This design comes from an exercise in tuning for small area and a short achievable clock period on the open sky130 flow, not from production work.
Function was not checked in any run shown here: the RTL went through the layout flow alone.
Power figures rest on the tool's default switching activity, not on a simulated workload.

===== design/flow/flow/run.sh =====
#!/bin/bash
set -e
export BUFFER_PORTS_ARGS="-buffer_cell sky130_fd_sc_hd__buf_1"
export CTS_ARGS="-sink_clustering_enable -repair_clock_nets -dont_use_dummy_load -buf_list {sky130_fd_sc_hd__clkbuf_4 sky130_fd_sc_hd__clkbuf_8}"
bash standard.sh > standard.log 2>&1

===== design/flow/standard.sh =====
#!/bin/bash
# synth_recipe.tcl (not shown) runs the flow's synth.tcl, then flattens the netlist and writes it again
# the make line also repeats each setting of config.mk as NAME=value (left out here)
make -C /OpenROAD-flow-scripts/flow DESIGN_CONFIG=/design/flow/config.mk WORK_HOME=/design/flow/orfs CLKGATE_MAP_FILE= SYNTH_SCRIPT=/design/flow/synth_recipe.tcl "${@:-finish}"

===== design/flow/config.mk =====
export PLATFORM = sky130hd
export DESIGN_NAME = fp16
export DESIGN_NICKNAME = fp16
export VERILOG_FILES = /design/flow/design.v
export SDC_FILE = /design/flow/constraint.sdc
export NUM_CORES = 4
export LEC_CHECK = 0
export CAP_MARGIN = 20
export CORE_MARGIN = 2
export CORE_UTILIZATION = 40
export CTS_BUF_LIST = sky130_fd_sc_hd__clkbuf_4 sky130_fd_sc_hd__clkbuf_8
export PLACE_DENSITY = 0.6
export SETUP_SLACK_MARGIN = 2.2
export SLEW_MARGIN = 20
export SYNTH_HIERARCHICAL = 1
export SYNTH_MINIMUM_KEEP_SIZE = 0

===== design/flow/constraint.sdc =====
create_clock -name core_clock -period 6.0 [get_ports {clk_50}]
set_input_delay 1.2000 -clock core_clock [delete_from_list [all_inputs] [get_ports {clk_50}]]
set_output_delay 1.2000 -clock core_clock [all_outputs]
set_load 0.01 [all_outputs]

===== design/flow/design.v =====
module add1(
	input clk,
	input en,
	input [15:0] x,
	output [15:0] z
	);
wire       nz = |x;
wire [4:0] e1 = x[14:10] + 5'd1;
wire [14:0] d = {e1[4:1], e1[0] & nz, x[9:0]};
reg [14:0] q;
always @(posedge clk) begin
	if (en) q <= d;
end
assign z = {1'b0, q};
endmodule
module fp16(
	input clk_50,reset_50,
	input [15:0] x_50,y_50,
	output [15:0] m_50,a_50
	);
reg        s1_s;
reg  [4:0] s1_e;
reg  [9:0] s1_xm, s1_ym;
reg        s1_nz;
always @(posedge clk_50) begin
	s1_s  <= x_50[15] ^ y_50[15];
	s1_e  <= x_50[14:10] + y_50[14:10] + 5'd17;	 
	s1_xm <= x_50[9:0];
	s1_ym <= y_50[9:0];
end
always @(posedge clk_50 or posedge reset_50) begin
	if (reset_50) s1_nz <= 1'b0;
	else          s1_nz <= (x_50 != 16'h0000) && (y_50 != 16'h0000);
end
wire [9:0] xm = s1_xm, ym = s1_ym;
wire [9:0] nxm = ~xm, nym = ~ym;
wire [9:0] npp [0:9];
genvar gi, gj;
generate for (gi = 0; gi < 10; gi = gi + 1) begin : g_pp
	for (gj = 0; gj < 10; gj = gj + 1) begin : g_pp2
		assign npp[gi][gj] = ~(xm[gi] & ym[gj]);
	end
end endgenerate
  wire hs0, hc0;
  fp16_xnor u_hx0 (.a(npp[0][9]), .b(npp[1][8]), .y(hs0));
  fp16_or u_ho0 (.a(npp[0][9]), .b(npp[1][8]), .y(hc0));
  wire fs1, fc1;
  fp16_fa u_fa1 (.a(nxm[0]), .b(nym[0]), .c(npp[1][9]), .s(fs1), .co(fc1));
  wire hs2, hc2;
  fp16_xnor u_hx2 (.a(npp[2][8]), .b(npp[3][7]), .y(hs2));
  fp16_or u_ho2 (.a(npp[2][8]), .b(npp[3][7]), .y(hc2));
  wire fs3, fc3;
  fp16_fa u_fa3 (.a(nxm[1]), .b(nym[1]), .c(npp[2][9]), .s(fs3), .co(fc3));
  wire hs4, hc4;
  fp16_xnor u_hx4 (.a(npp[3][8]), .b(npp[4][7]), .y(hs4));
  fp16_or u_ho4 (.a(npp[3][8]), .b(npp[4][7]), .y(hc4));
  wire fs5, fc5;
  fp16_fa u_fa5 (.a(nxm[2]), .b(nym[2]), .c(npp[3][9]), .s(fs5), .co(fc5));
  wire hs6, hc6;
  fp16_xnor u_hx6 (.a(npp[0][6]), .b(npp[1][5]), .y(hs6));
  fp16_or u_ho6 (.a(npp[0][6]), .b(npp[1][5]), .y(hc6));
  wire fs7, fc7;
  fp16_fa u_fa7 (.a(npp[0][7]), .b(npp[1][6]), .c(npp[2][5]), .s(fs7), .co(fc7));
  wire hs8, hc8;
  fp16_xnor u_hx8 (.a(npp[3][4]), .b(npp[4][3]), .y(hs8));
  fp16_or u_ho8 (.a(npp[3][4]), .b(npp[4][3]), .y(hc8));
  wire fs9, fc9;
  fp16_fa u_fa9 (.a(npp[0][8]), .b(npp[1][7]), .c(npp[2][6]), .s(fs9), .co(fc9));
  wire fs10, fc10;
  fp16_fa u_fa10 (.a(npp[3][5]), .b(npp[4][4]), .c(npp[5][3]), .s(fs10), .co(fc10));
  wire hs11, hc11;
  fp16_xnor u_hx11 (.a(npp[6][2]), .b(npp[7][1]), .y(hs11));
  fp16_or u_ho11 (.a(npp[6][2]), .b(npp[7][1]), .y(hc11));
  wire fs12, fc12;
  fp16_fa u_fa12 (.a(npp[2][7]), .b(npp[3][6]), .c(npp[4][5]), .s(fs12), .co(fc12));
  wire fs13, fc13;
  fp16_fa u_fa13 (.a(npp[5][4]), .b(npp[6][3]), .c(npp[7][2]), .s(fs13), .co(fc13));
  wire fs14, fc14;
  fp16_fa u_fa14 (.a(npp[8][1]), .b(npp[9][0]), .c(hs0), .s(fs14), .co(fc14));
  wire fs15, fc15;
  fp16_fa u_fa15 (.a(npp[4][6]), .b(npp[5][5]), .c(npp[6][4]), .s(fs15), .co(fc15));
  wire fs16, fc16;
  fp16_fa u_fa16 (.a(npp[7][3]), .b(npp[8][2]), .c(npp[9][1]), .s(fs16), .co(fc16));
  wire fs17, fc17;
  fp16_fa u_fa17 (.a(hc0), .b(hs2), .c(fs1), .s(fs17), .co(fc17));
  wire fs18, fc18;
  fp16_fa u_fa18 (.a(npp[5][6]), .b(npp[6][5]), .c(npp[7][4]), .s(fs18), .co(fc18));
  wire fs19, fc19;
  fp16_fa u_fa19 (.a(npp[8][3]), .b(npp[9][2]), .c(hc2), .s(fs19), .co(fc19));
  wire fs20, fc20;
  fp16_fa u_fa20 (.a(hs4), .b(fc1), .c(fs3), .s(fs20), .co(fc20));
  wire fs21, fc21;
  fp16_fa u_fa21 (.a(npp[4][8]), .b(npp[5][7]), .c(npp[6][6]), .s(fs21), .co(fc21));
  wire fs22, fc22;
  fp16_fa u_fa22 (.a(npp[7][5]), .b(npp[8][4]), .c(npp[9][3]), .s(fs22), .co(fc22));
  wire fs23, fc23;
  fp16_fa u_fa23 (.a(hc4), .b(fc3), .c(fs5), .s(fs23), .co(fc23));
  wire fs24, fc24;
  fp16_fa u_fa24 (.a(nxm[3]), .b(nym[3]), .c(npp[4][9]), .s(fs24), .co(fc24));
  wire fs25, fc25;
  fp16_fa u_fa25 (.a(npp[5][8]), .b(npp[6][7]), .c(npp[7][6]), .s(fs25), .co(fc25));
  wire fs26, fc26;
  fp16_fa u_fa26 (.a(npp[8][5]), .b(npp[9][4]), .c(fc5), .s(fs26), .co(fc26));
  wire fs27, fc27;
  fp16_fa u_fa27 (.a(nxm[4]), .b(nym[4]), .c(npp[5][9]), .s(fs27), .co(fc27));
  wire fs28, fc28;
  fp16_fa u_fa28 (.a(npp[6][8]), .b(npp[7][7]), .c(npp[8][6]), .s(fs28), .co(fc28));
  wire fs29, fc29;
  fp16_fa u_fa29 (.a(nxm[5]), .b(nym[5]), .c(npp[6][9]), .s(fs29), .co(fc29));
  wire hs30, hc30;
  fp16_xnor u_hx30 (.a(npp[0][4]), .b(npp[1][3]), .y(hs30));
  fp16_or u_ho30 (.a(npp[0][4]), .b(npp[1][3]), .y(hc30));
  wire fs31, fc31;
  fp16_fa u_fa31 (.a(npp[0][5]), .b(npp[1][4]), .c(npp[2][3]), .s(fs31), .co(fc31));
  wire hs32, hc32;
  fp16_xnor u_hx32 (.a(npp[3][2]), .b(npp[4][1]), .y(hs32));
  fp16_or u_ho32 (.a(npp[3][2]), .b(npp[4][1]), .y(hc32));
  wire fs33, fc33;
  fp16_fa u_fa33 (.a(npp[2][4]), .b(npp[3][3]), .c(npp[4][2]), .s(fs33), .co(fc33));
  wire fs34, fc34;
  fp16_fa u_fa34 (.a(npp[5][1]), .b(npp[6][0]), .c(hs6), .s(fs34), .co(fc34));
  wire fs35, fc35;
  fp16_fa u_fa35 (.a(npp[5][2]), .b(npp[6][1]), .c(npp[7][0]), .s(fs35), .co(fc35));
  wire fs36, fc36;
  fp16_fa u_fa36 (.a(hc6), .b(hs8), .c(fs7), .s(fs36), .co(fc36));
  wire fs37, fc37;
  fp16_fa u_fa37 (.a(npp[8][0]), .b(hc8), .c(hs11), .s(fs37), .co(fc37));
  wire fs38, fc38;
  fp16_fa u_fa38 (.a(fc7), .b(fs9), .c(fs10), .s(fs38), .co(fc38));
  wire fs39, fc39;
  fp16_fa u_fa39 (.a(hc11), .b(fc9), .c(fc10), .s(fs39), .co(fc39));
  wire fs40, fc40;
  fp16_fa u_fa40 (.a(fs12), .b(fs13), .c(fs14), .s(fs40), .co(fc40));
  wire fs41, fc41;
  fp16_fa u_fa41 (.a(fc12), .b(fc13), .c(fs15), .s(fs41), .co(fc41));
  wire fs42, fc42;
  fp16_fa u_fa42 (.a(fs16), .b(fc14), .c(fs17), .s(fs42), .co(fc42));
  wire fs43, fc43;
  fp16_fa u_fa43 (.a(fc15), .b(fc16), .c(fs18), .s(fs43), .co(fc43));
  wire fs44, fc44;
  fp16_fa u_fa44 (.a(fs19), .b(fc17), .c(fs20), .s(fs44), .co(fc44));
  wire fs45, fc45;
  fp16_fa u_fa45 (.a(fc18), .b(fs21), .c(fs22), .s(fs45), .co(fc45));
  wire fs46, fc46;
  fp16_fa u_fa46 (.a(fc19), .b(fc20), .c(fs23), .s(fs46), .co(fc46));
  wire fs47, fc47;
  fp16_fa u_fa47 (.a(fc21), .b(fc22), .c(fs24), .s(fs47), .co(fc47));
  wire fs48, fc48;
  fp16_fa u_fa48 (.a(fs25), .b(fc23), .c(fs26), .s(fs48), .co(fc48));
  wire fs49, fc49;
  fp16_fa u_fa49 (.a(npp[9][5]), .b(fc24), .c(fc25), .s(fs49), .co(fc49));
  wire fs50, fc50;
  fp16_fa u_fa50 (.a(fs27), .b(fs28), .c(fc26), .s(fs50), .co(fc50));
  wire fs51, fc51;
  fp16_fa u_fa51 (.a(npp[7][8]), .b(npp[8][7]), .c(npp[9][6]), .s(fs51), .co(fc51));
  wire fs52, fc52;
  fp16_fa u_fa52 (.a(fc27), .b(fc28), .c(fs29), .s(fs52), .co(fc52));
  wire fs53, fc53;
  fp16_fa u_fa53 (.a(nxm[6]), .b(nym[6]), .c(npp[7][9]), .s(fs53), .co(fc53));
  wire fs54, fc54;
  fp16_fa u_fa54 (.a(npp[8][8]), .b(npp[9][7]), .c(fc29), .s(fs54), .co(fc54));
  wire fs55, fc55;
  fp16_fa u_fa55 (.a(nxm[7]), .b(nym[7]), .c(npp[8][9]), .s(fs55), .co(fc55));
  wire hs56, hc56;
  fp16_xnor u_hx56 (.a(npp[0][3]), .b(npp[1][2]), .y(hs56));
  fp16_or u_ho56 (.a(npp[0][3]), .b(npp[1][2]), .y(hc56));
  wire fs57, fc57;
  fp16_fa u_fa57 (.a(npp[2][2]), .b(npp[3][1]), .c(npp[4][0]), .s(fs57), .co(fc57));
  wire fs58, fc58;
  fp16_fa u_fa58 (.a(npp[5][0]), .b(hc30), .c(hs32), .s(fs58), .co(fc58));
  wire fs59, fc59;
  fp16_fa u_fa59 (.a(hc32), .b(fc31), .c(fs33), .s(fs59), .co(fc59));
  wire fs60, fc60;
  fp16_fa u_fa60 (.a(fc33), .b(fs35), .c(fc34), .s(fs60), .co(fc60));
  wire fs61, fc61;
  fp16_fa u_fa61 (.a(fc35), .b(fs37), .c(fc36), .s(fs61), .co(fc61));
  wire fs62, fc62;
  fp16_fa u_fa62 (.a(fc37), .b(fc38), .c(fs39), .s(fs62), .co(fc62));
  wire fs63, fc63;
  fp16_fa u_fa63 (.a(fc39), .b(fs41), .c(fc40), .s(fs63), .co(fc63));
  wire fs64, fc64;
  fp16_fa u_fa64 (.a(fc41), .b(fs43), .c(fc42), .s(fs64), .co(fc64));
  wire fs65, fc65;
  fp16_fa u_fa65 (.a(fc43), .b(fs45), .c(fc44), .s(fs65), .co(fc65));
  wire fs66, fc66;
  fp16_fa u_fa66 (.a(fc45), .b(fs47), .c(fc46), .s(fs66), .co(fc66));
  wire fs67, fc67;
  fp16_fa u_fa67 (.a(fc47), .b(fs49), .c(fc48), .s(fs67), .co(fc67));
  wire fs68, fc68;
  fp16_fa u_fa68 (.a(fs51), .b(fc49), .c(fs52), .s(fs68), .co(fc68));
  wire fs69, fc69;
  fp16_fa u_fa69 (.a(fc51), .b(fs53), .c(fc52), .s(fs69), .co(fc69));
  wire fs70, fc70;
  fp16_fa u_fa70 (.a(npp[9][8]), .b(fc53), .c(fs55), .s(fs70), .co(fc70));
  wire fs71, fc71;
  fp16_fa u_fa71 (.a(nxm[8]), .b(nym[8]), .c(npp[9][9]), .s(fs71), .co(fc71));
  wire hs72, hc72;
  fp16_xnor u_hx72 (.a(npp[0][2]), .b(npp[1][1]), .y(hs72));
  fp16_or u_ho72 (.a(npp[0][2]), .b(npp[1][1]), .y(hc72));
  wire fs73, fc73;
  fp16_fa u_fa73 (.a(npp[2][1]), .b(npp[3][0]), .c(hs56), .s(fs73), .co(fc73));
  wire fs74, fc74;
  fp16_fa u_fa74 (.a(hc56), .b(hs30), .c(fs57), .s(fs74), .co(fc74));
  wire fs75, fc75;
  fp16_fa u_fa75 (.a(fc57), .b(fs31), .c(fs58), .s(fs75), .co(fc75));
  wire fs76, fc76;
  fp16_fa u_fa76 (.a(fc58), .b(fs34), .c(fs59), .s(fs76), .co(fc76));
  wire fs77, fc77;
  fp16_fa u_fa77 (.a(fc59), .b(fs36), .c(fs60), .s(fs77), .co(fc77));
  wire fs78, fc78;
  fp16_fa u_fa78 (.a(fs38), .b(fc60), .c(fs61), .s(fs78), .co(fc78));
  wire fs79, fc79;
  fp16_fa u_fa79 (.a(fc61), .b(fs40), .c(fs62), .s(fs79), .co(fc79));
  wire fs80, fc80;
  fp16_fa u_fa80 (.a(fc62), .b(fs42), .c(fs63), .s(fs80), .co(fc80));
  wire fs81, fc81;
  fp16_fa u_fa81 (.a(fs44), .b(fc63), .c(fs64), .s(fs81), .co(fc81));
  wire fs82, fc82;
  fp16_fa u_fa82 (.a(fs46), .b(fc64), .c(fs65), .s(fs82), .co(fc82));
  wire fs83, fc83;
  fp16_fa u_fa83 (.a(fs48), .b(fc65), .c(fs66), .s(fs83), .co(fc83));
  wire fs84, fc84;
  fp16_fa u_fa84 (.a(fs50), .b(fc66), .c(fs67), .s(fs84), .co(fc84));
  wire fs85, fc85;
  fp16_fa u_fa85 (.a(fc50), .b(fs68), .c(fc67), .s(fs85), .co(fc85));
  wire fs86, fc86;
  fp16_fa u_fa86 (.a(fs54), .b(fc68), .c(fs69), .s(fs86), .co(fc86));
  wire fs87, fc87;
  fp16_fa u_fa87 (.a(fc54), .b(fs70), .c(fc69), .s(fs87), .co(fc87));
  wire fs88, fc88;
  fp16_fa u_fa88 (.a(fc55), .b(fs71), .c(fc70), .s(fs88), .co(fc88));
  wire fs89, fc89;
  fp16_fa u_fa89 (.a(nxm[9]), .b(nym[9]), .c(fc71), .s(fs89), .co(fc89));
wire [21:0] nra = {1'b1, fc89, fc88, fc87, fc86, fc85, fc84, fc83, fc82, fc81, fc80, fc79, fc78, fc77, fc76, fc75, fc74, fc73, hc72, hs72, npp[0][1], npp[0][0]};
wire [21:0] nrb = {1'b1, 1'b0, fs89, fs88, fs87, fs86, fs85, fs84, fs83, fs82, fs81, fs80, fs79, fs78, fs77, fs76, fs75, fs74, fs73, npp[2][0], npp[1][0], 1'b1};
wire [21:0] kd  = nra & nrb;
wire [21:0] pd  = nra ^ nrb;
wire [9:0] lk [0:4];
wire [9:0] lp [0:4];
assign lk[0] = kd[9:0];
assign lp[0] = pd[9:0];
genvar gl;
generate for (gl = 0; gl < 4; gl = gl + 1) begin : g_lo
	for (gi = 0; gi < 10; gi = gi + 1) begin : g_pos
		if (gi >= (1 << gl)) begin : g_node
			assign lk[gl+1][gi] = lk[gl][gi] | (lp[gl][gi] & lk[gl][gi-(1<<gl)]);
			assign lp[gl+1][gi] = lp[gl][gi] & lp[gl][gi-(1<<gl)];
		end else begin : g_pass
			assign lk[gl+1][gi] = lk[gl][gi];
			assign lp[gl+1][gi] = lp[gl][gi];
		end
	end
end endgenerate
wire nc10 = lk[4][9] | lp[4][9];
reg [11:0] s2_p, s2_k;
reg        s2_nc;
reg        s2_s;
reg  [4:0] s2_e;
reg        s2_nz;
always @(posedge clk_50) begin
	s2_p  <= pd[21:10];
	s2_k  <= kd[21:10];
	s2_nc <= nc10;
	s2_s  <= s1_s;
	s2_e  <= s1_e;
end
always @(posedge clk_50 or posedge reset_50) begin
	if (reset_50) s2_nz <= 1'b0;
	else          s2_nz <= s1_nz;
end
wire [12:0] kk [0:4];
wire [12:0] kp [0:4];
assign kk[0] = {s2_k, s2_nc};
assign kp[0] = {s2_p, 1'b0};
generate for (gl = 0; gl < 4; gl = gl + 1) begin : g_lvl
	for (gi = 0; gi < 13; gi = gi + 1) begin : g_pos
		if (gi >= (1 << gl)) begin : g_node
			assign kk[gl+1][gi] = kk[gl][gi] | (kp[gl][gi] & kk[gl][gi-(1<<gl)]);
			assign kp[gl+1][gi] = kp[gl][gi] & kp[gl][gi-(1<<gl)];
		end else begin : g_pass
			assign kk[gl+1][gi] = kk[gl][gi];
			assign kp[gl+1][gi] = kp[gl][gi];
		end
	end
end endgenerate
wire [11:0] p = ~(s2_p ^ kk[4][11:0]);	 
wire       hi  = p[11];
wire       sa  = s2_nz & hi;
wire       sb  = s2_nz & ~hi;
wire [4:0] e1  = s2_e + 5'd1;
wire [14:0] mag = ({15{sa}} & {e1, p[10:1]}) | ({15{sb}} & {s2_e, p[9:0]});
wire [15:0] m_q = {s2_nz & s2_s, mag};
assign m_50 = m_q;
reg c0, c1;
wire ph0 = ~(c0 | c1);
always @(posedge clk_50 or posedge reset_50) begin
	if (reset_50) begin
		c0 <= 1'b0;
		c1 <= 1'b0;
	end else begin
		c0 <= ph0;
		c1 <= c0;
	end
end
add1 a1(.clk(clk_50), .en(ph0), .x(m_q), .z(a_50));
endmodule
module fp16_fa(input a, b, c, output s, co);
	assign s  = a ^ b ^ c;
	assign co = (a & b) | (a & c) | (b & c);
endmodule
module fp16_xnor(input a, b, output y);
	assign y = ~(a ^ b);
endmodule
module fp16_or(input a, b, output y);
	assign y = a | b;
endmodule

==> run summary, run 1 <==
- The flow ran to the end and the layout has no timing, DRC or antenna violations.
- The master of the slowest instance on the critical path is or3_1.
- The net switching power is 0.948 mW.
- The worst setup path startpoint is s2_nc.
- The most used flip-flop cell after synthesis is dfxtp_1.
- The minimum clock period is 3.61 ns.
- The internal portion of the total power is 1.36 mW.
- The class of the most critical setup path is reg2out.
- STA puts the critical path data arrival time at 2.41 ns.
- For the pin with the worst max-slew slack, the measured transition is 0.731 ns.
- The core area is 12700 um^2.
- The most common cell after layout, fill and taps aside is nand2_1.
- Setup repair after global routing left no endpoint under its margin.
- The hold-critical path depth is 0.
- In this run the clock root is driven by a clkbuf_8.
- The worst min-delay path endpoint is s2_e[2].
- The reg-to-reg endpoint is s2_p[3].
- The area growth from synthesis to layout is 9.76%.
- The number of antenna diodes in the final layout is 0.
- In the routed layout, each cell is associated on average with a via count of 4.91.
- The final-report max-slew violation count was 0.
- Timing analysis after detailed placement gives a worst setup slack of around 2.5 ns.
- The sequential group share of total power is 35.1%.
- The critical register-to-register path startpoint is s1_xm[2].
- The netlist uses 47 different library cells.
- The number of antenna violations at the first check in global routing is 0.
- Max-cap violations in this run came to 0.
- The pre-antenna-repair detailed-routing pass consisted of 7 iterations.
- The cell area that synthesis handed to floorplanning was 5270 um^2.
- Counting cells, the worst reg-to-reg path comes to 7.
- The share of the clock period used by the worst path after layout is 60.2%.
- For this design the top-level I/O count stands at 66.
- For the final database, setup skew stands at 0.0146 ns.
- The floorplan has 41 rows.
- Cells with a size suffix above 1 make up 4.96% of the layout.
- The largest net degree at the start of global routing is 20.
- The first routing iteration left 152 violations.
- The sequential-to-total area share from yosys stat is a little over 30%.
- Headroom to the max-slew limit came out at 51.2%.
- The floorplan die height is 119 um.
- Data on the critical path is required at its endpoint by roughly 4.8 ns.
- For this design the ratio of total power to cell area is 400 nW/um^2.
- Across all setup checks in the final design, the least slack found is approximately 2.4 ns.
- The highest clock rate is between 200 and 300 MHz.
- The die width is ~120 um.
- In this run the tool buffered the top-level ports with 64 buffer cells.
- The count of nets left with antenna violations once routing finished came out at 0.
- Dividing the detail-routed wire length by the instance count gives ~15 um.
- For this configuration, the core starts out at a cell density of 41.4%.
- In the synthesized netlist the async set-or-reset flop fraction comes to 5.48%.
- The path class of the tightest hold or removal check is reg2reg.
- The number of hold violations in the final report is 0.
- The synthesized design contains 15 enable-type register cells.
- Synthesis produced a netlist with a net count of 639.
- For this run, the number of Yosys warnings is 8.
- The cell count after synthesis is between 400 and 500.
- The first global-routing pass estimated 18.2 mm of wire.
- The combinational power share is about 53%.
- The tree built by TritonCTS fans out to 73 sinks.
- The maximum clock insertion buffer count is 2.
- The number of flip-flops and latches in the synthesized netlist is 73.
- The total die area is around 14000 um^2.
- The CTS buffer count is 9.
- The sort of element at the start of the critical path is a register.
- The worst-case vdd ir drop is 0.165 mV.
- The highest fanout seen on the critical path is 8.
- After detailed routing, the number of remaining DRC violations is 0.
- Leaving out fill and tap cells, the most frequent cells in the layout are nand2_1 (108), fa_1 (81), buf_1 (64), dfxtp_1 (48), inv_1 (33).
- The post-detailed-placement half-perimeter wirelength is 8.53 mm.
- The analysis attributes to cell leakage a power of 2.19 nW.
- The H-tree was split into 3 levels.
- The count of buffers added by post-CTS timing repair for setup is 0.
- The via count of the first global-routing pass is 3718.
- Summed over all layers, the routed wires come to 10.5 mm.
- After routing, the total negative slack on setup checks comes to 0 ns.
- The CTS tree is yes.
- The startpoint of the lowest-slack hold path is s1_e[2].
- Routability-driven placement finished with a final weighted congestion of 0.879.
- A synthesized cell averages 10.7 um^2.
- In this run, the clock network consumes approximately 12% of the power.
- The vias after detailed routing is 3518.
- The kind of capture point of the worst setup path is a primary output.
- At the later pin of the worst-skew pair, clock insertion delay measures 0.34 ns.
- The delay contributed by the slowest stage of the critical path is 0.42 ns.
- The critical path goes through ha_1 -> nor2_2 -> o21ai_2 -> a21oi_4 -> a21oi_2 -> or3_1 -> a21boi_2 -> buf_1.
- Clock-pin slew was measured on the worst setup and hold paths at approximately 0.07 ns.
- Net switching is 41.0% of the power.
- The flop-to-flop setup slack is 2.56 ns.
- The overflow left after global routing is 0.
- The global router's overall resource usage is 16.4%.
- For this design, the CTS-stage hold fixing added 0 buffers.
- Setup violations remaining at the end of the flow were counted as 0.
- The number of fill cells in the layout is 1253.
- After the last flow step, the layout net total stands at a little under 700.
-- registers in the layout, summed over array words and instances (netlist names) --
signal  count
s1_e        5
s1_s        1
s2_nc       1
s2_s        1
s1_ym      10
a1.q       15
c0          1
s2_e        5
s2_p       11
s1_xm      10
c1          1
s1_nz       1
s2_k       10
s2_nz       1
-- modules after synthesis (local to each module, per instance) --
| module | flops+latches | cell area [um^2] |
|---|---|---|
| fp16 | 58 | 2950 |
| add1 | 15 | 566 |
| fp16_or | 0 | 6.26 |
| fp16_fa | 0 | 20.0 |
| fp16_xnor | 0 | 8.76 |
-- repair_timing --
| action | in CTS | in global routing |
|---|---|---|
| endpoints found under the hold margin | 0 | 0 |
| resized for setup | 0 | 11 |
| setup endpoints to repair | 0 | 6 |
-- how the worst max path moves through the flow --
stage	depth (start not counted)	slack, ns	endpoint
finish	8	2.39	m_50[14]
global route	9	2.21	s2_nc
CTS	8	2.21	m_50[13]
detailed placement	9	2.46	s2_nc
global placement	9	2.57	s2_nc
floorplan	10	2.69	s2_nc
-- cell usage after synthesis (all sizes together), types with 2 or more instances --
cell      n  area, um^2
or2      10        62.6
xor2      5        43.8
buf       2        22.5
nand3     4        20.0
a21oi    17         100
mux2i     9        90.1
nor2      8        30.0
nor2b     2        12.5
xnor2    23         201
edfxtp   15         450
ha       30         375
nand2   109         412
dfrtp     4         100
dfxtp    54        1080
or3       3        18.8
clkbuf   22        82.6
inv      33         124
o21ai    12        63.8
nand4     2        12.5
nor4     11        68.8
fa       81        1620
and2     11        68.8
o21a      3        22.5
a21boi    3        22.5
nor3      2        15.0
a21o      4        30.0
-- logic make-up (layout without fill, tap and decap cells) --
family	Yosys count	after routing	synth area share (%)
mux	9	9	1.71
other cells	1	1	0.0712
buf+inv	57	106	4.35
compound gates	50	51	6.25
flops	73	73	31.0
fa+ha+maj	111	111	37.9
xor+xnor	28	28	4.65
simple gates	165	165	14.1
-- cell type report --
class	count	area (um^2)	share of cell area, %
flip-flops and latches	73	1640	28.3
inverters	33	124	2.14
multi-input cells	365	3440	59.5
repair buffers	64	240	4.15
well taps	172	215	3.72
clock buffers	9	124	2.14
-- through the flow --
step	cells	utilization [%]	total power, mW	area, um^2	hold WS [ns]
finish	716	45.5	2.31	5780	0.326
CTS	715	45.2	2.34	5750	0.327
detailed placement	706	44.2	2.04	5620	0.315
floorplan	494	-	1.69	5270	0.310
global placement	706	44.2	2.01	5620	0.314
global route	716	45.5	2.58	5780	0.332
-- critical path, delay by kind of cell, from the launching register on --
kind | cells | cell delay, ns
buffers and inverters | 1 | 0.18
adders and majority gates | 1 | 0.21
DFF | 1 | 0.34
and+or+nand+nor | 2 | 0.58
AOI/OAI and AO/OA | 4 | 0.77
-- power groups by stage --
stage                     clock (mW)  sequential, mW  combinational (mW)
after floorplan                    0           0.810               0.883
after global placement             0           0.818                1.19
after detailed placement           0           0.822                1.22
after CTS                      0.300           0.811                1.23
after global routing           0.321           0.837                1.42
final                          0.285           0.812                1.21
-- per-layer routing --
metal | vias up | track usage, % | wire length [um]
li1 | 1687 | - | -
met1 | 1726 | 23.0 | 5040
met2 | 96 | 25.7 | 4800
met3 | 9 | 3.62 | 542
met4 | 0 | 4.46 | 100
met5 | - | 0 | 0
==> run 2, diff against run 1 <==
--- a/design/flow/design.v
+++ b/design/flow/design.v
@@ -235,13 +235,13 @@
 wire [21:0] nrb = {1'b1, 1'b0, fs89, fs88, fs87, fs86, fs85, fs84, fs83, fs82, fs81, fs80, fs79, fs78, fs77, fs76, fs75, fs74, fs73, npp[2][0], npp[1][0], 1'b1};
 wire [21:0] kd  = nra & nrb;
 wire [21:0] pd  = nra ^ nrb;
-wire [9:0] lk [0:4];
-wire [9:0] lp [0:4];
-assign lk[0] = kd[9:0];
-assign lp[0] = pd[9:0];
+wire [7:0] lk [0:3];
+wire [7:0] lp [0:3];
+assign lk[0] = kd[7:0];
+assign lp[0] = pd[7:0];
 genvar gl;
-generate for (gl = 0; gl < 4; gl = gl + 1) begin : g_lo
-	for (gi = 0; gi < 10; gi = gi + 1) begin : g_pos
+generate for (gl = 0; gl < 3; gl = gl + 1) begin : g_lo
+	for (gi = 0; gi < 8; gi = gi + 1) begin : g_pos
 		if (gi >= (1 << gl)) begin : g_node
 			assign lk[gl+1][gi] = lk[gl][gi] | (lp[gl][gi] & lk[gl][gi-(1<<gl)]);
 			assign lp[gl+1][gi] = lp[gl][gi] & lp[gl][gi-(1<<gl)];
@@ -251,16 +251,20 @@
 		end
 	end
 end endgenerate
-wire nc10 = lk[4][9] | lp[4][9];
+wire nc8  = lk[3][7] | lp[3][7];
+wire gk98 = kd[9] | (pd[9] & kd[8]);
+wire gp98 = pd[9] & pd[8];
 reg [11:0] s2_p, s2_k;
-reg        s2_nc;
+reg        s2_gk, s2_gp, s2_nc;
 reg        s2_s;
 reg  [4:0] s2_e;
 reg        s2_nz;
 always @(posedge clk_50) begin
 	s2_p  <= pd[21:10];
 	s2_k  <= kd[21:10];
-	s2_nc <= nc10;
+	s2_gk <= gk98;
+	s2_gp <= gp98;
+	s2_nc <= nc8;
 	s2_s  <= s1_s;
 	s2_e  <= s1_e;
 end
@@ -268,27 +272,225 @@
 	if (reset_50) s2_nz <= 1'b0;
 	else          s2_nz <= s1_nz;
 end
-wire [12:0] kk [0:4];
-wire [12:0] kp [0:4];
-assign kk[0] = {s2_k, s2_nc};
-assign kp[0] = {s2_p, 1'b0};
-generate for (gl = 0; gl < 4; gl = gl + 1) begin : g_lvl
-	for (gi = 0; gi < 13; gi = gi + 1) begin : g_pos
-		if (gi >= (1 << gl)) begin : g_node
-			assign kk[gl+1][gi] = kk[gl][gi] | (kp[gl][gi] & kk[gl][gi-(1<<gl)]);
-			assign kp[gl+1][gi] = kp[gl][gi] & kp[gl][gi-(1<<gl)];
-		end else begin : g_pass
-			assign kk[gl+1][gi] = kk[gl][gi];
-			assign kp[gl+1][gi] = kp[gl][gi];
-		end
-	end
-end endgenerate
-wire [11:0] p = ~(s2_p ^ kk[4][11:0]);	 
-wire       hi  = p[11];
-wire       sa  = s2_nz & hi;
-wire       sb  = s2_nz & ~hi;
-wire [4:0] e1  = s2_e + 5'd1;
-wire [14:0] mag = ({15{sa}} & {e1, p[10:1]}) | ({15{sb}} & {s2_e, p[9:0]});
+wire [4:0]  e1 = s2_e + 5'd1;
+wire [14:0] mag;
+wire o0;
+fp16_aoi21 u_o0 (.a1(s2_gp), .a2(s2_nc), .b1(s2_gk), .y(o0));
+wire o1;
+fp16_aoi21 u_o1 (.a1(s2_p[0]), .a2(s2_gk), .b1(s2_k[0]), .y(o1));
+wire o2;
+fp16_nand2 u_o2 (.a(s2_p[0]), .b(s2_gp), .y(o2));
+wire o3;
+fp16_aoi21 u_o3 (.a1(s2_p[1]), .a2(s2_k[0]), .b1(s2_k[1]), .y(o3));
+wire o4;
+fp16_nand2 u_o4 (.a(s2_p[1]), .b(s2_p[0]), .y(o4));
+wire o5;
+fp16_aoi21 u_o5 (.a1(s2_p[2]), .a2(s2_k[1]), .b1(s2_k[2]), .y(o5));
+wire o6;
+fp16_nand2 u_o6 (.a(s2_p[2]), .b(s2_p[1]), .y(o6));
+wire o7;
+fp16_aoi21 u_o7 (.a1(s2_p[3]), .a2(s2_k[2]), .b1(s2_k[3]), .y(o7));
+wire o8;
+fp16_nand2 u_o8 (.a(s2_p[3]), .b(s2_p[2]), .y(o8));
+wire o9;
+fp16_aoi21 u_o9 (.a1(s2_p[4]), .a2(s2_k[3]), .b1(s2_k[4]), .y(o9));
+wire o10;
+fp16_nand2 u_o10 (.a(s2_p[4]), .b(s2_p[3]), .y(o10));
+wire o11;
+fp16_aoi21 u_o11 (.a1(s2_p[5]), .a2(s2_k[4]), .b1(s2_k[5]), .y(o11));
+wire o12;
+fp16_nand2 u_o12 (.a(s2_p[5]), .b(s2_p[4]), .y(o12));
+wire o13;
+fp16_aoi21 u_o13 (.a1(s2_p[6]), .a2(s2_k[5]), .b1(s2_k[6]), .y(o13));
+wire o14;
+fp16_nand2 u_o14 (.a(s2_p[6]), .b(s2_p[5]), .y(o14));
+wire o15;
+fp16_aoi21 u_o15 (.a1(s2_p[7]), .a2(s2_k[6]), .b1(s2_k[7]), .y(o15));
+wire o16;
+fp16_nand2 u_o16 (.a(s2_p[7]), .b(s2_p[6]), .y(o16));
+wire o17;
+fp16_aoi21 u_o17 (.a1(s2_p[8]), .a2(s2_k[7]), .b1(s2_k[8]), .y(o17));
+wire o18;
+fp16_nand2 u_o18 (.a(s2_p[8]), .b(s2_p[7]), .y(o18));
+wire o19;
+fp16_aoi21 u_o19 (.a1(s2_p[9]), .a2(s2_k[8]), .b1(s2_k[9]), .y(o19));
+wire o20;
+fp16_nand2 u_o20 (.a(s2_p[9]), .b(s2_p[8]), .y(o20));
+wire o21;
+fp16_inv u_o21 (.a(s2_nc), .y(o21));
+wire o22;
+fp16_oai21 u_o22 (.a1(o2), .a2(o21), .b1(o1), .y(o22));
+wire o23;
+fp16_oai21 u_o23 (.a1(o4), .a2(o0), .b1(o3), .y(o23));
+wire o24;
+fp16_oai21 u_o24 (.a1(o6), .a2(o1), .b1(o5), .y(o24));
+wire o25;
+fp16_nor2 u_o25 (.a(o6), .b(o2), .y(o25));
+wire o26;
+fp16_oai21 u_o26 (.a1(o8), .a2(o3), .b1(o7), .y(o26));
+wire o27;
+fp16_nor2 u_o27 (.a(o8), .b(o4), .y(o27));
+wire o28;
+fp16_oai21 u_o28 (.a1(o10), .a2(o5), .b1(o9), .y(o28));
+wire o29;
+fp16_nor2 u_o29 (.a(o10), .b(o6), .y(o29));
+wire o30;
+fp16_oai21 u_o30 (.a1(o12), .a2(o7), .b1(o11), .y(o30));
+wire o31;
+fp16_nor2 u_o31 (.a(o12), .b(o8), .y(o31));
+wire o32;
+fp16_oai21 u_o32 (.a1(o14), .a2(o9), .b1(o13), .y(o32));
+wire o33;
+fp16_nor2 u_o33 (.a(o14), .b(o10), .y(o33));
+wire o34;
+fp16_oai21 u_o34 (.a1(o16), .a2(o11), .b1(o15), .y(o34));
+wire o35;
+fp16_nor2 u_o35 (.a(o16), .b(o12), .y(o35));
+wire o36;
+fp16_oai21 u_o36 (.a1(o18), .a2(o13), .b1(o17), .y(o36));
+wire o37;
+fp16_nor2 u_o37 (.a(o18), .b(o14), .y(o37));
+wire o38;
+fp16_oai21 u_o38 (.a1(o20), .a2(o15), .b1(o19), .y(o38));
+wire o39;
+fp16_nor2 u_o39 (.a(o20), .b(o16), .y(o39));
+wire o40;
+fp16_aoi21 u_o40 (.a1(o25), .a2(s2_nc), .b1(o24), .y(o40));
+wire o41;
+fp16_inv u_o41 (.a(o0), .y(o41));
+wire o42;
+fp16_aoi21 u_o42 (.a1(o27), .a2(o41), .b1(o26), .y(o42));
+wire o43;
+fp16_aoi21 u_o43 (.a1(o29), .a2(o22), .b1(o28), .y(o43));
+wire o44;
+fp16_aoi21 u_o44 (.a1(o31), .a2(o23), .b1(o30), .y(o44));
+wire o45;
+fp16_aoi21 u_o45 (.a1(o33), .a2(o24), .b1(o32), .y(o45));
+wire o46;
+fp16_nand2 u_o46 (.a(o33), .b(o25), .y(o46));
+wire o47;
+fp16_aoi21 u_o47 (.a1(o35), .a2(o26), .b1(o34), .y(o47));
+wire o48;
+fp16_nand2 u_o48 (.a(o35), .b(o27), .y(o48));
+wire o49;
+fp16_aoi21 u_o49 (.a1(o37), .a2(o28), .b1(o36), .y(o49));
+wire o50;
+fp16_nand2 u_o50 (.a(o37), .b(o29), .y(o50));
+wire o51;
+fp16_aoi21 u_o51 (.a1(o39), .a2(o30), .b1(o38), .y(o51));
+wire o52;
+fp16_nand2 u_o52 (.a(o39), .b(o31), .y(o52));
+wire o53;
+fp16_oai21 u_o53 (.a1(o46), .a2(o21), .b1(o45), .y(o53));
+wire o54;
+fp16_oai21 u_o54 (.a1(o48), .a2(o0), .b1(o47), .y(o54));
+wire o55;
+fp16_inv u_o55 (.a(o22), .y(o55));
+wire o56;
+fp16_oai21 u_o56 (.a1(o50), .a2(o55), .b1(o49), .y(o56));
+wire o57;
+fp16_inv u_o57 (.a(o23), .y(o57));
+wire o58;
+fp16_oai21 u_o58 (.a1(o52), .a2(o57), .b1(o51), .y(o58));
+wire o59;
+fp16_xor2 u_o59 (.a(s2_p[0]), .b(o0), .y(o59));
+wire o60;
+fp16_xnor2 u_o60 (.a(s2_p[1]), .b(o22), .y(o60));
+wire o61;
+fp16_xnor2 u_o61 (.a(s2_p[2]), .b(o23), .y(o61));
+wire o62;
+fp16_xor2 u_o62 (.a(s2_p[3]), .b(o40), .y(o62));
+wire o63;
+fp16_xor2 u_o63 (.a(s2_p[4]), .b(o42), .y(o63));
+wire o64;
+fp16_xor2 u_o64 (.a(s2_p[5]), .b(o43), .y(o64));
+wire o65;
+fp16_xor2 u_o65 (.a(s2_p[6]), .b(o44), .y(o65));
+wire o66;
+fp16_xnor2 u_o66 (.a(s2_p[7]), .b(o53), .y(o66));
+wire o67;
+fp16_xnor2 u_o67 (.a(s2_p[8]), .b(o54), .y(o67));
+wire o68;
+fp16_xnor2 u_o68 (.a(s2_p[9]), .b(o56), .y(o68));
+wire o69;
+fp16_xnor2 u_o69 (.a(s2_p[10]), .b(o58), .y(o69));
+wire o70;
+fp16_nand2 u_o70 (.a(s2_p[10]), .b(o58), .y(o70));
+wire o71;
+fp16_nand2 u_o71 (.a(s2_p[10]), .b(o58), .y(o71));
+wire o72;
+fp16_nand2 u_o72 (.a(s2_nz), .b(o59), .y(o72));
+wire o73;
+fp16_nand2 u_o73 (.a(s2_nz), .b(o60), .y(o73));
+wire o74;
+fp16_nand2 u_o74 (.a(s2_nz), .b(o61), .y(o74));
+wire o75;
+fp16_nand2 u_o75 (.a(s2_nz), .b(o62), .y(o75));
+wire o76;
+fp16_nand2 u_o76 (.a(s2_nz), .b(o63), .y(o76));
+wire o77;
+fp16_nand2 u_o77 (.a(s2_nz), .b(o64), .y(o77));
+wire o78;
+fp16_nand2 u_o78 (.a(s2_nz), .b(o65), .y(o78));
+wire o79;
+fp16_nand2 u_o79 (.a(s2_nz), .b(o66), .y(o79));
+wire o80;
+fp16_nand2 u_o80 (.a(s2_nz), .b(o67), .y(o80));
+wire o81;
+fp16_nand2 u_o81 (.a(s2_nz), .b(o68), .y(o81));
+wire o82;
+fp16_nand2 u_o82 (.a(s2_nz), .b(o69), .y(o82));
+wire o83;
+fp16_nand2 u_o83 (.a(s2_nz), .b(s2_e[0]), .y(o83));
+wire o84;
+fp16_nand2 u_o84 (.a(s2_nz), .b(s2_e[1]), .y(o84));
+wire o85;
+fp16_nand2 u_o85 (.a(s2_nz), .b(s2_e[2]), .y(o85));
+wire o86;
+fp16_nand2 u_o86 (.a(s2_nz), .b(s2_e[3]), .y(o86));
+wire o87;
+fp16_nand2 u_o87 (.a(s2_nz), .b(s2_e[4]), .y(o87));
+wire o88;
+fp16_nand2 u_o88 (.a(s2_nz), .b(e1[0]), .y(o88));
+wire o89;
+fp16_nand2 u_o89 (.a(s2_nz), .b(e1[1]), .y(o89));
+wire o90;
+fp16_nand2 u_o90 (.a(s2_nz), .b(e1[2]), .y(o90));
+wire o91;
+fp16_nand2 u_o91 (.a(s2_nz), .b(e1[3]), .y(o91));
+wire o92;
+fp16_nand2 u_o92 (.a(s2_nz), .b(e1[4]), .y(o92));
+wire o93;
+fp16_mux2i u_o93 (.s(o70), .a0(o72), .a1(o73), .y(o93));
+wire o94;
+fp16_mux2i u_o94 (.s(o70), .a0(o73), .a1(o74), .y(o94));
+wire o95;
+fp16_mux2i u_o95 (.s(o70), .a0(o74), .a1(o75), .y(o95));
+wire o96;
+fp16_mux2i u_o96 (.s(o70), .a0(o75), .a1(o76), .y(o96));
+wire o97;
+fp16_mux2i u_o97 (.s(o70), .a0(o76), .a1(o77), .y(o97));
+wire o98;
+fp16_mux2i u_o98 (.s(o70), .a0(o77), .a1(o78), .y(o98));
+wire o99;
+fp16_mux2i u_o99 (.s(o70), .a0(o78), .a1(o79), .y(o99));
+wire o100;
+fp16_mux2i u_o100 (.s(o70), .a0(o79), .a1(o80), .y(o100));
+wire o101;
+fp16_mux2i u_o101 (.s(o71), .a0(o80), .a1(o81), .y(o101));
+wire o102;
+fp16_mux2i u_o102 (.s(o71), .a0(o81), .a1(o82), .y(o102));
+wire o103;
+fp16_mux2i u_o103 (.s(o71), .a0(o83), .a1(o88), .y(o103));
+wire o104;
+fp16_mux2i u_o104 (.s(o71), .a0(o84), .a1(o89), .y(o104));
+wire o105;
+fp16_mux2i u_o105 (.s(o71), .a0(o85), .a1(o90), .y(o105));
+wire o106;
+fp16_mux2i u_o106 (.s(o71), .a0(o86), .a1(o91), .y(o106));
+wire o107;
+fp16_mux2i u_o107 (.s(o71), .a0(o87), .a1(o92), .y(o107));
+assign mag = {o107, o106, o105, o104, o103, o102, o101, o100, o99, o98, o97, o96, o95, o94, o93};
 wire [15:0] m_q = {s2_nz & s2_s, mag};
 assign m_50 = m_q;
 reg c0, c1;
@@ -314,3 +516,27 @@
 module fp16_or(input a, b, output y);
 	assign y = a | b;
 endmodule
+module fp16_inv(input a, output y);
+	assign y = ~a;
+endmodule
+module fp16_nand2(input a, b, output y);
+	assign y = ~(a & b);
+endmodule
+module fp16_nor2(input a, b, output y);
+	assign y = ~(a | b);
+endmodule
+module fp16_aoi21(input a1, a2, b1, output y);
+	assign y = ~((a1 & a2) | b1);
+endmodule
+module fp16_oai21(input a1, a2, b1, output y);
+	assign y = ~((a1 | a2) & b1);
+endmodule
+module fp16_xor2(input a, b, output y);
+	assign y = a ^ b;
+endmodule
+module fp16_xnor2(input a, b, output y);
+	assign y = ~(a ^ b);
+endmodule
+module fp16_mux2i(input s, a0, a1, output y);
+	assign y = ~(s ? a1 : a0);
+endmodule
--- a/design/flow/config.mk
+++ b/design/flow/config.mk
@@ -10,7 +10,7 @@
 export CORE_UTILIZATION = 40
 export CTS_BUF_LIST = sky130_fd_sc_hd__clkbuf_4 sky130_fd_sc_hd__clkbuf_8
 export PLACE_DENSITY = 0.6
-export SETUP_SLACK_MARGIN = 2.2
+export SETUP_SLACK_MARGIN = 2.7
 export SLEW_MARGIN = 20
 export SYNTH_HIERARCHICAL = 1
 export SYNTH_MINIMUM_KEEP_SIZE = 0
==> run 2 against run 1 <==
Register-to-register slack better by 0.24 ns. Synthesized area is 3.8% higher. Final cell count is 4.2% higher. Via count is 4.5% higher. Synthesized cell count is 6.5% higher. Combinational power is 34% higher. Setup slack better by 0.37 ns. Critical path type unchanged.
==> run summary, run 2 <==
- The flow ran to the end and the layout has no timing, DRC or antenna violations.
- The cell count after synthesis is 526 (+6.5%).
- The minimum clock period was 3.24 ns (-0.370 ns).
- The detailed-route DRC error count is 0 (unchanged).
- The flop-to-flop setup slack was 2.80 ns (+0.24 ns).
- The worst-case vdd ir drop was 0.186 mV (+13%).
- In the synthesized netlist, the cells that appear most often are nand2_1 (136), fa_1 (81), dfxtp_1 (56).
- The global placement routability congestion is 0.885 (+0.65%).
- The setup slack at placement is 2.62 ns (+0.155 ns).
- The most used flip-flop cell after synthesis is dfxtp_1.
- The core area came to 13300 um^2 (+4.5%).
- The initial core utilization came to 41.1% (-0.27 points).
- The fraction of post-synthesis cell area in the top cell type by area came to 29.6% (-1.1 points).
- The routed wirelength normalized by instance count is 15.1 um (+3.0%).
- The CTS buffer count was 9 (unchanged).
- The first-pass GRT wire length is 18.4 mm (+1.5%).
- The clock transition at the registers of the reported paths is 0.06 ns (about the same).
- The fraction of registers with async set/reset was 5.33% (-0.15 points).
- The post-synthesis average cell area is 10.4 um^2 (-2.5%).
- The overflow left after global routing was 0 (unchanged).
- The largest net degree at the start of global routing is 23 (+15%).
- The area growth from synthesis to layout is 13.9%.
- The switching fraction of total power is 43.9% (+2.9 points).
- The number of flip-flops and latches in the synthesized netlist is 75 (+2.7%).
- The combinational power share came to 58.1% (+5.5 points).
- The total setup violations reported at the end of the flow was 0 (unchanged).
- The number of vias per cell is 4.93 (+0.32%).
- The cell seen most often among critical-path stages is nand2_1.
- The number of nets in the synthesized netlist came to 670 (+4.9%).
- The count of input and output buffers is 64 (unchanged).
- Traced cell by cell, the critical path runs through nand2_1 -> nor2_2 -> nand2_1 -> o21ai_4 -> buf_12 -> xnor2_1 -> nand2_1 -> mux2i_2 -> clkbuf_2.
- The worst slew slack as a fraction of its limit came to 60.1% (+8.8 points).
- The final-report max-slew violation count is 0 (unchanged).
- The count of routing violations after the opening detailed-route iteration came to 179 (+18%).
- The kind of capture point of the worst setup path is a primary output.
- The number of warnings reported in the yosys synthesis log was 8 (unchanged).
- The number of buffers inserted for hold repair after clock tree synthesis is 0 (unchanged).
- The cell area reported after detailed placement came to 5740 um^2 (+2.2%).
- The worst setup path is launched from a register.
- The remaining antenna violation count is 0 (unchanged).
- The number of sinks handled by clock tree synthesis is 75 (+2.7%).
- The largest register by flop count is a1.q.
- The cell area power density was 446 nW/um^2 (+12%).
- The most common cell in the synthesized netlist is nand2_1.
- The clock latency on the worst-skew pair came to 0.34 ns (about the same).
- The measured slew at the worst slew-check pin is 0.599 ns (-0.132 ns).
- The total die area came to 14600 um^2 (+3.7%).
- After synthesis, the cell types taking the most area are fa_1 (30%), dfxtp_1 (20%), nand2_1 (9.3%), edfxtp_1 (8.2%), ha_1 (6.6%).
- The share of the clock period used by the worst path after layout is 54.0% (-6.2 points).
- The most common cell after layout, fill and taps aside is nand2_1.
- The count of flip-flops with a built-in enable after synthesis is 15 (unchanged).
- The final wirelength came to 11.3 mm (+7.3%).
- The vias after detailed routing was 3677 (+4.5%).
- The final sum of negative setup slack is 0 ns (unchanged).
- The arrival time of data at the critical path endpoint came to 2.04 ns (-0.37 ns).
- The net switching power is 1.22 mW (+29%).
- The post-detailed-placement half-perimeter wirelength was 8.90 mm (+4.3%).
- The post-route standard cell area excluding fillers is 6230 um^2 (+7.8%).
- Broken down by cell family, the worst path's largest delay share belongs to simple AND/OR/NAND/NOR gates.
- The length of the first detailed-routing pass in iterations is 5 (-2).
- The number of library cell types mapped by synthesis came to 26 (-45%).
- The global router's overall resource usage came to 16.1% (-0.35 points).
- The number of antenna violations at the first check in global routing is 0 (unchanged).
- The highest fanout seen on the critical path is 4 (-4).
- The I/O pin count is 66 (unchanged).
- The highest clock rate is 309 MHz (+11%).
- In the layout the commonest cells are nand2_1 (132), fa_1 (81), buf_1 (60), inv_1 (36).
- The number of hold violations in the final report came to 0 (unchanged).
- TritonCTS built the clock tree.
- In the final layout, the registers with the most flip-flops are a1.q x15, s2_p x11.
- The fraction of layout cells with a size suffix above 1 is 16.8% (+12 points).
- The deepest level of the CTS H-tree is 3 (unchanged).
- The cell area after synthesis is 5470 um^2 (+3.8%).
- The total buffers and inverters traversed by the critical path is 2 (+1).
- The class of the most critical setup path is reg2out.
- The required time at the worst-slack endpoint is 4.80 ns (about the same).
- The clock share of power was 10.2% (-2.1 points).
- The worst clock skew is 0.0117 ns (-0.00286 ns).
- The sequential group share of total power was 31.7% (-3.4 points).
- Setup repair after global routing could not meet its margin everywhere.
- The number of rows created at floorplan is 42 (+2.4%).
- The largest area contributor in the synthesized netlist is fa_1.
- On the critical path, the stage with the largest delay is an instance of dfxtp_2.
- The via count of the first global-routing pass is 3800 (+2.2%).
- The number of flip-flops in the largest register was 15 (unchanged).
- The final net count is 716 (+3.6%).
- The power after layout was 2.78 mW (+20%).
- The die width is 121 um (+1.8%).
- The least setup slack across all paths after layout is 2.76 ns (+0.370 ns).
- The delay contributed by the slowest stage of the critical path is 0.38 ns (-0.04 ns).
- The sequential-to-total area share from yosys stat is 30.6% (-0.41 points).
- The number of antenna diodes is 0 (unchanged).
- The maximum clock insertion buffer count came to 2 (unchanged).
- The worst hold path class is reg2reg.
- The leakage power summed over all cells is 2.36 nW (+7.7%).
- The floorplan die height is 121 um (+1.8%).
- The cell at the root of the clock tree is clkbuf_8.
- The internal power summed over all cells is 1.56 mW (+14%).
- The max-capacitance violation count is 0 (unchanged).
## run 2: cells by family (layout without fill, tap and decap cells)
kind of cell	count (synthesis)	in the layout	synth area share, %
buf+inv	72	116	6.04
compound gates	42	42	5.44
fa+ha+maj	110	110	36.3
other cells	1	1	0.0686
xor+xnor	32	32	5.12
mux	15	15	2.74
simple gates	179	179	13.7
flops	75	75	30.6
## run 2: worst register-to-register path, delay by kind of cell (launching register included)
kind                       cells  cell delay, ns
adders and majority gates      6            2.58
DFF                            1            0.42
buffers and inverters          1            0.08
## run 2: final timing paths
kind,start,to,depth (start not counted)
worst min register to register,s1_e[1],s2_e[1],0
min in group asynchronous,reset_50,c0,2
worst max register to register,s1_xm[1],s2_p[2],7
worst min-delay path,s1_e[1],s2_e[1],0
worst max-delay path,s2_p[4],m_50[9],9
max in group asynchronous,reset_50,s1_nz,2
## run 2: layout make-up
| cell class | instances | area (um^2) |
|---|---|---|
| flip-flops and latches | 75 | 1720 |
| multi-input cells | 379 | 3720 |
| clock buffers | 9 | 124 |
| fillers | 1251 | 7060 |
| well taps | 176 | 220 |
| repair buffers | 71 | 310 |
| inverters | 36 | 135 |
## run 2: metrics by stage
stage	instances	hold slack [ns]	utilization, %
6_report	746	0.329	46.9
5_1_grt	746	0.338	46.9
4_1_cts	740	0.330	45.2
3_5_place_dp	731	0.315	43.2
3_3_place_gp	731	0.313	43.2
2_1_floorplan	526	0.310	-
## run 2: what timing repair did
item / in CTS / in global routing
gates resized for setup: 36 / 54
endpoints found under the setup margin: 21 / 24
pin swaps: 0 / 5
buffers inserted: 0 / 6
## run 2: power by group through the flow
stage | Combinational (mW) | Clock [mW] | Sequential (mW)
2_1_floorplan | 1.08 | 0 | 0.847
3_3_place_gp | 1.28 | 0 | 0.858
3_5_place_dp | 1.31 | 0 | 0.862
4_1_cts | 1.47 | 0.295 | 0.852
5_1_grt | 1.80 | 0.311 | 0.900
6_report | 1.62 | 0.284 | 0.880
## run 2: layer usage
metal	part of all wire, %	GRT usage, %	vias up
met5	0	0	-
met4	1.0	4.22	0
met3	5.0	3.62	10
met2	48	25.2	111
met1	46	22.5	1815
li1	-	-	1741
## run 2: modules after synthesis (local to each module, per instance), excerpt
module      cells  times used  flops+latches
add1           31           1             15
fp16_aoi21      1          19              0
fp16_fa         1          80              0
fp16_inv        1           4              0
fp16_mux2i      1          15              0
fp16_nand2      1          37              0
fp16_nor2       1           8              0
fp16_oai21      1          14              0
fp16_or         1          10              0
fp16_xnor       1          10              0
fp16_xnor2      1           6              0
fp16_xor2       1           5              0
==> run 3, diff against run 2 <==
--- a/design/flow/config.mk
+++ b/design/flow/config.mk
@@ -10,7 +10,7 @@
 export CORE_UTILIZATION = 40
 export CTS_BUF_LIST = sky130_fd_sc_hd__clkbuf_4 sky130_fd_sc_hd__clkbuf_8
 export PLACE_DENSITY = 0.6
-export SETUP_SLACK_MARGIN = 2.7
+export SETUP_SLACK_MARGIN = 2.5
 export SLEW_MARGIN = 20
 export SYNTH_HIERARCHICAL = 1
 export SYNTH_MINIMUM_KEEP_SIZE = 0
==> run 3 against run 2 <==
Combinational power is 13% lower. First-iteration DRC count shrank 0.56%. Count of clock-buffer cells in the layout is the same.
==> run summary, run 3 <==
- The met2 usage in global routing was 25.1% (-0.18 points).
- The measured slew at the worst slew-check pin is 0.604 ns (+0.00489 ns).
- The number of flip-flops in the largest register is 15 (unchanged).
- The clock share of power is 11.1% (+0.9 points).
- The total setup violations reported at the end of the flow was 0 (unchanged).
- The routed wirelength normalized by instance count came to 14.9 um (-1.2%).
- The core area was 13300 um^2 (unchanged).
- The largest register by flop count is a1.q.
- The number of vias per cell is 4.92 (-0.15%).
- The worst clock skew came to 0.0304 ns (+0.0187 ns).
- The post-detailed-placement half-perimeter wirelength is 8.96 mm (+0.71%).
- The number of hold violations in the final report came to 0 (unchanged).
- The worst min-delay path endpoint is s2_e[3].
- The worst-case vdd ir drop is 0.173 mV (-7.0%).
- The net switching power came to 1.11 mW (-9.4%).
- In this run the critical register-to-register path is captured at s2_p[3].
- The startpoint of the lowest-slack hold path is s1_e[3].
- The cell area power density is 428 nW/um^2 (-4.0%).
- The final sum of negative setup slack is 0 ns (unchanged).
- The final net count was 710 (-0.84%).
- The number of flip-flops and latches in the synthesized netlist is 75 (unchanged).
- The share of the clock period used by the worst path after layout is 56.5% (+2.5 points).
- The worst slew slack as a fraction of its limit is 59.8% (-0.33 points).
- The number of sinks handled by clock tree synthesis is 75 (unchanged).
- The count of buffers added by post-CTS timing repair for setup is 0 (unchanged).
- Yosys instantiated no cell more often than nand2_1.
- The detailed-route DRC error count is 0 (unchanged).
- The depth of the worst register-to-register path is 7 (unchanged).
- The max-capacitance violation count is 0 (unchanged).
- The critical register-to-register path startpoint is s1_ym[9].
- The count of flip-flops with a built-in enable after synthesis came to 15 (unchanged).
- The switching fraction of total power came to 43.5% (-0.41 points).
- The sequential group share of total power is 33.5% (+1.8 points).
- The number of rows created at floorplan is 42 (unchanged).
- The combinational power share is 55.4% (-2.7 points).
- Setup repair after global routing could not meet its margin everywhere.
- The deepest level of the CTS H-tree is 3 (unchanged).
- The hold-critical path depth was 0 (unchanged).
- The first-pass GRT wire length is 18.2 mm (-1.4%).
- The length of the first detailed-routing pass in iterations was 4 (-1).
- The CTS buffer count is 9 (unchanged).
- The global-route layer with the greatest usage is met2.
- The fraction of post-synthesis cell area in the top cell type by area is 29.6% (unchanged).
- The slowest stage of the critical path is the dfxtp_1 cell.
- The CTS tree is yes.
- The I/O pin count was 66 (unchanged).
- The largest total area in the synthesized netlist belongs to fa_1.
- The most common cell after layout, fill and taps aside is nand2_1.
- The cell area after synthesis is 5470 um^2 (unchanged).
- The cell count after synthesis is 526 (unchanged).
- The flop-to-flop setup slack is 2.61 ns (-0.19 ns).
- The maximum clock insertion buffer count is 2 (unchanged).
- The arrival time of data at the critical path endpoint was 3.58 ns (+1.54 ns).
- The global placement routability congestion was 0.888 (+0.38%).
- The fraction of registers with async set/reset is 5.33% (unchanged).
- The number of fill cells in the layout came to 1250 (-0.080%).
- The highest fanout seen on the critical path was 11 (+7).
- The number of antenna violations at the first check in global routing is 1 (+1).
- In this design, the critical path's most frequently occurring cell is fa_1.
- The sequential-to-total area share from yosys stat is 30.6% (unchanged).
- The critical path goes through nand2_1 -> fa_1 -> fa_1 -> fa_1 -> fa_1 -> fa_1 -> ha_1.
- The total die area was 14600 um^2 (unchanged).
- The sort of element at the start of the critical path is a register.
- The leakage power summed over all cells is 2.29 nW (-3.0%).
- By startpoint and endpoint, the worst setup path is classified as reg2reg.
- The final-report max-slew violation count came to 0 (unchanged).
- The highest clock rate is 295 MHz (-4.4%).
- The final wirelength is 11.0 mm (-2.0%).
- The number of library cell types mapped by synthesis was 26 (unchanged).
- The largest net degree at the start of global routing is 23 (unchanged).
- The floorplan die height is 121 um (unchanged).
- In the final layout, the registers with the most flip-flops are a1.q x15, s2_p x11.
- The number of nets in the synthesized netlist is 670 (unchanged).
- In the synthesized netlist, the cells that appear most often are nand2_1 (136), fa_1 (81), dfxtp_1 (56).
- The vias after detailed routing was 3642 (-0.95%).
- Ranked by total cell area, the synthesized netlist is headed by fa_1 (30%), dfxtp_1 (20%), nand2_1 (9.3%), edfxtp_1 (8.2%), ha_1 (6.6%).
- The remaining antenna violation count is 0 (unchanged).
- The die width was 121 um (unchanged).
- The initial core utilization is 41.1% (unchanged).
- The minimum clock period is 3.39 ns (+0.148 ns).
- The cell at the root of the clock tree is clkbuf_8.
- The overflow left after global routing came to 0 (unchanged).
- The internal power summed over all cells is 1.44 mW (-7.9%).
- The via count of the first global-routing pass was 3761 (-1.0%).
- The count of input and output buffers is 64 (unchanged).
- The area growth from synthesis to layout is 8.55%.
- The routing usage on met3 was 3.15% (-0.47 points).
- The fraction of layout cells with a size suffix above 1 was 8.33% (-8.5 points).
- The number of warnings reported in the yosys synthesis log is 8 (unchanged).
- The flow ran to the end and the layout has no timing, DRC or antenna violations.
- Leaving out fill and tap cells, the most frequent cells in the layout are nand2_1 (134), fa_1 (81), buf_1 (64), dfxtp_1 (55), inv_1 (36).
- The count of routing violations after the opening detailed-route iteration came to 178 (-0.56%).
- The met1 usage in global routing came to 22.5% (about the same).
- The power after layout is 2.54 mW (-8.5%).
- The tightest min-delay check is of the reg2reg type.
- The delay contributed by the slowest stage of the critical path is 0.57 ns (+0.19 ns).
- The required time at the worst-slack endpoint is 6.19 ns (+1.39 ns).
- STA classifies the critical path endpoint as a register.
- The most used flip-flop cell after synthesis is dfxtp_1.
- The worst setup path startpoint is s1_ym[9].
- The post-synthesis average cell area is 10.4 um^2 (unchanged).
- The clock latency on the worst-skew pair is 0.34 ns (about the same).
- The global router's overall resource usage is 15.9% (-0.16 points).
- The number of antenna diodes is 0 (unchanged).
- The clock transition at the registers of the reported paths is 0.07 ns (about the same).
## run 3: cell types whose count changed in the layout (fill, tap and decap cells not counted), sizes merged
cell	before	now
clkbuf	10	9
buf	70	65
## run 3: kinds of logic after synthesis
family | share of synthesized area [%]
AND/OR/NAND/NOR | 13.7
adder cells (fa/ha/maj) | 36.3
other | 0.0686
XOR/XNOR | 5.12
flip-flops | 30.6
buffers and inverters | 6.04
multiplexers | 2.74
AO/OA/AOI/OAI | 5.44
## run 3: power groups by stage
stage | clock network [mW] | registers [mW] | logic (mW)
6_report | 0.281 | 0.853 | 1.41
4_1_cts | 0.293 | 0.854 | 1.34
5_1_grt | 0.314 | 0.869 | 1.60
3_3_place_gp | 0 | 0.858 | 1.28
2_1_floorplan | 0 | 0.847 | 1.08
3_5_place_dp | 0 | 0.864 | 1.31
## run 3: repair_timing
item	in CTS	in global routing
gates resized for setup	5	14
setup endpoints to repair	13	17
hold buffers	0	0
endpoints found under the hold margin	0	0
## run 3: per-layer routing
layer  vias to the layer above  wire length, um
met5                         -                0
met4                         0              105
met3                        13              578
met2                       118             5220
met1                      1784             5130
li1                       1727                -
## run 3: Yosys stat by module, one instance, submodules excluded
| module | cells | copies in the design | area, um^2 | flops+latches |
|---|---|---|---|---|
| add1 | 31 | 1 | 566 | 15 |
| fp16 | 287 | 1 | 2490 | 60 |
| fp16_aoi21 | 1 | 19 | 8.76 | 0 |
| fp16_fa | 1 | 80 | 20.0 | 0 |
| fp16_inv | 1 | 4 | 3.75 | 0 |
| fp16_mux2i | 1 | 15 | 10.0 | 0 |
| fp16_nand2 | 1 | 37 | 3.75 | 0 |
| fp16_nor2 | 1 | 8 | 3.75 | 0 |
| fp16_oai21 | 1 | 14 | 5.00 | 0 |
| fp16_or | 1 | 10 | 6.26 | 0 |
| fp16_xnor | 1 | 10 | 8.76 | 0 |
| fp16_xnor2 | 1 | 6 | 8.76 | 0 |
| fp16_xor2 | 1 | 5 | 8.76 | 0 |
## run 3: metrics by stage
stage	instance area, um^2	setup WS (ns)	hold slack (ns)	utilization, %	std cells
2_1_floorplan	5470	2.70	0.310	-	526
3_3_place_gp	5740	2.70	0.314	43.2	731
3_5_place_dp	5740	2.62	0.313	43.2	731
4_1_cts	5890	2.41	0.329	44.3	740
5_1_grt	5940	2.45	0.333	44.7	740
6_report	5940	2.61	0.327	44.7	740
## run 3: cell type report
class	instances	area, um^2	share of cell area (%)
Multi-Input combinational cell	379	3540	59.6
Sequential cell	75	1670	28.2
Timing Repair Buffer	65	248	4.17
Tap cell	176	220	3.71
Inverter	36	135	2.28
Clock buffer	9	124	2.09
## run 3: worst max-delay path, delay by kind of cell, from the launching register on
family / cells / cell delay [ns]
flops: 1 / 0.57
simple gates: 1 / 0.13
fa+ha+maj: 6 / 2.56
## run 3: worst max path at each step
| stage | end | slack, ns | cells past startpoint |
|---|---|---|---|
| floorplan | s2_p[2] | 2.70 | 8 |
| global placement | s2_p[2] | 2.70 | 7 |
| detailed placement | s2_p[3] | 2.62 | 7 |
| CTS | m_50[10] | 2.41 | 7 |
| global route | m_50[4] | 2.45 | 7 |
| finish | s2_p[3] | 2.61 | 7 |

==> static timing again, ports no longer ideal <==
The results above use ideal ports. As a check the final layouts listed here were re-extracted and re-timed, cells and wires unchanged. Step 1, drivers: a clkbuf_16 drives clk_50 and a buf_2 each remaining input, both assumed. Step 2, shift: input delay + t, output delay - t, t = (earliest + latest rising clock arrival at the registers) / 2. This alone moves slack from input paths to output paths. Three values: ideal ports, drivers, drivers and shift; two values: the first two.
run	t (ns)	setup slack, ns	worst hold slack (ns)	clock arrival spread, ns	worst register clock-pin slew, ns
run 1	0.364	2.390 / 2.360 / 2.555	0.326 / 0.326 / 0.326	0.015 / 0.015	0.07 / 0.07
run 2	0.362	2.759 / 2.729 / 2.801	0.329 / 0.329 / 0.329	0.011 / 0.012	0.07 / 0.07
run 3	0.351	2.611 / 2.596 / 2.611	0.327 / 0.327 / 0.327	0.031 / 0.031	0.08 / 0.08
After both steps setup and hold are still met in every run listed.
